Context: an optimization exercise on an open-source flow, tuned for a short achievable clock period and low power. The choices shown serve that exercise and are no tape-out recipe. Where RTL was checked, it was by simulation tests only, not by an equivalence proof against the original. Power and IR drop assume default switching activity.

## before
Design bn_mac_unit, start of the top module:
module bn_mac_unit (
	input wire aclk,
	input wire aresetn,
	input wire aclken,
	input wire bypass,
	input wire[1:0] bn_calfmt,
	input wire[4:0] fixed_point_quat_accrc,
	input wire[31:0] mac_cell_i_op_a,
	input wire[31:0] mac_cell_i_op_x,
	input wire[31:0] mac_cell_i_op_b,
	input wire mac_cell_i_is_a_eq_1,
	input wire mac_cell_i_is_b_eq_0,
	input wire[1:0] mac_cell_i_info_along,
	input wire mac_cell_i_vld,
	output wire[31:0] mac_cell_o_res,
	output wire[1:0] mac_cell_o_info_along,
	output wire mac_cell_o_vld
);
For scale: ~7000 cells after synthesis, about 1000 flip-flops, about 69000 µm² of cells after synthesis.
clock: 9.0 ns
lec_check: 0
abc_area: 1
cap_margin: 20
core_margin: 2
core_utilization: 40
cts_buf_list: sky130_fd_sc_hd__clkbuf_8 sky130_fd_sc_hd__clkbuf_16
cts_cluster_diameter: 90
cts_cluster_size: 30
setup_slack_margin: 5
slew_margin: 20
run.sh (not shown) runs the stock make flow with config.mk's settings and CLKGATE_MAP_FILE= SYNTH_SCRIPT=/design/flow/synth_recipe.tcl, a recipe that flattens the netlist after the stock synthesis.
before | stages: all done | timing, DRC, antenna: all pass
#### Input delta (after over before)
Settings: CTS_CLUSTER_DIAMETER now 100, was 90; CTS_CLUSTER_SIZE now 25, was 30.
On final worst-path cycle share, after tracks before almost exactly.
Compared with before, in after number of cells in the finished layout apart from fillers about even; clock-cell share of area has decreased; buffer share of cell area now sits at about the same level; non-clock buffer count grew by 0.33%; maximum clock path buffer count flat.
In terms of register-to-register slack, before and after differ only marginally.
The combined global-route utilization of all metal layers of before and that of after are within noise of each other.
after vs before: vias per cell down slightly
No functional check of the RTL was part of any run of this note.

* * *

bn_mac_unit, a different RTL version from the one above (not shown whole).
Size in the first run: ~980 flip-flops, about 71000 µm² of cells after synthesis.
clock: 9.0 ns
lec_check: 0
abc_clock_period_in_ps: 2500
cap_margin: 20
core_margin: 2
core_utilization: 40
setup_slack_margin: 5
slew_margin: 20
The starting point finished with timing, DRC and antenna clean.
==> next run, changes <==
--- a/flow/config.mk
+++ b/flow/config.mk
@@ -11,0 +12,2 @@
+export CTS_BUF_LIST = sky130_fd_sc_hd__clkbuf_4 sky130_fd_sc_hd__clkbuf_8
+export CTS_CLUSTER_SIZE = 20
Effect: Power is lower slightly; worst setup slack is better by 6.3 ps; combinational power hardly moves; cell area is about the same; routed wire length is higher slightly; sequential power is about the same; fmax is about the same.

* * *

bn_mac_unit, a different RTL version from the one above (not shown whole).
Size: roughly 7000 cells after synthesis.
clock: 9.0 ns
lec_check: 0
abc_area: 1
cap_margin: 20
core_margin: 2
core_utilization: 40
cts_buf_list: sky130_fd_sc_hd__clkbuf_8
cts_cluster_diameter: 80
cts_cluster_size: 16
setup_slack_margin: 5
slew_margin: 20
Change:
- CTS_BUF_LIST: sky130_fd_sc_hd__clkbuf_8 -> sky130_fd_sc_hd__clkbuf_8 sky130_fd_sc_hd__clkbuf_16
- CTS_CLUSTER_DIAMETER: 80 -> 100
- CTS_CLUSTER_SIZE: 16 -> 25
Effect: The new run finished with timing, DRC and antenna clean. Fmax hardly moves. Clock skew increases by 17 ps. Area after synthesis does not change. Clock power barely changes. Clock-buffer cell count decreases by 30. Total power barely changes.

* * *

bn_mac_unit with an RTL version that a note above also has.
For scale: roughly 6,500 cells after synthesis, roughly 980 flip-flops, about 150 I/O pins.
## bn_mac_unit
module bn_mac_unit (
	input wire aclk,
	input wire aresetn,
	input wire aclken,
	input wire bypass,
	input wire[1:0] bn_calfmt,
	input wire[4:0] fixed_point_quat_accrc,
	input wire[31:0] mac_cell_i_op_a,
	input wire[31:0] mac_cell_i_op_x,
	input wire[31:0] mac_cell_i_op_b,
	input wire mac_cell_i_is_a_eq_1,
	input wire mac_cell_i_is_b_eq_0,
	input wire[1:0] mac_cell_i_info_along,
	input wire mac_cell_i_vld,
	output wire[31:0] mac_cell_o_res,
	output wire[1:0] mac_cell_o_info_along,
	output wire mac_cell_o_vld
);
Settings: LEC_CHECK=0, ABC_CLOCK_PERIOD_IN_PS=2500, CAP_MARGIN=20, CORE_MARGIN=2, CORE_UTILIZATION=65, PLACE_DENSITY=0.75, SETUP_SLACK_MARGIN=5, SLEW_MARGIN=20; clock period 9.0 ns.
Rerun with:
- ABC_AREA: default -> 1
- ABC_CLOCK_PERIOD_IN_PS: 2500 -> default
- CORE_UTILIZATION: 65 -> 40
- CTS_BUF_LIST: default -> sky130_fd_sc_hd__clkbuf_4 sky130_fd_sc_hd__clkbuf_8
- CTS_CLUSTER_SIZE: default -> 20
- PLACE_DENSITY: 0.75 -> default
The changed run passed the timing, DRC and antenna checks.
Sequential power fell by 9.4%.
Die area rises by 57%.
First-iteration DRC count came out lower by about 35%.

[re-timing with driven ports]
Ports are ideal in the flow. The routed layouts listed here were re-timed in OpenROAD.
Step 1 sets driving cells, clkbuf_16 on the clock port and buf_2 on the other inputs (assumed; they add their load-dependent delay and slew).
Step 2 adds t to the input delays and takes it off the output delays; t is the mean of the earliest and latest rising clock arrival at the registers after step 1. Input paths then give back, and output paths get back, about the clock's delay inside the block.
a / b / c = ideal / step 1 / step 2; a / b = the first two.
| run | t, ns | setup WS [ns] | worst hold slack (ns) | worst setup path after step 2 | pins driven straight from the clock port |
|---|---|---|---|---|---|
| before | 0.797 | 5.026 / 5.026 / 4.402 | 0.418 / 0.418 / 0.418 | input to register | 1 |
| after | 0.787 | 5.020 / 5.020 / 4.607 | 0.423 / 0.423 / 0.423 | input to register | 1 |
| the first run of note 2 | 0.847 | 5.087 / 5.087 / 4.401 | 0.378 / 0.378 / 0.378 | input to register | 1 |
| the second run of note 2 | 1.018 | 5.093 / 5.093 / 4.175 | 0.405 / 0.405 / 0.405 | input to register | 1 |
| the first run of note 3 | 0.930 | 4.938 / 4.938 / 4.363 | 0.411 / 0.411 / 0.411 | input to register | 1 |
| the second run of note 3 | 0.761 | 4.940 / 4.940 / 4.430 | 0.418 / 0.418 / 0.418 | input to register | 1 |
| the first run of note 4 | 0.788 | 4.999 / 4.999 / 4.397 | 0.390 / 0.390 / 0.390 | input to register | 1 |
| the second run of note 4 | 1.018 | 4.748 / 4.748 / 3.977 | 0.404 / 0.404 / 0.404 | input to register | 1 |
After both steps setup and hold are still met in every run listed. For the second run of note 2, which loses most, drivers alone change the setup slack by 0.000 ns; drivers and shift together by -0.918 ns.
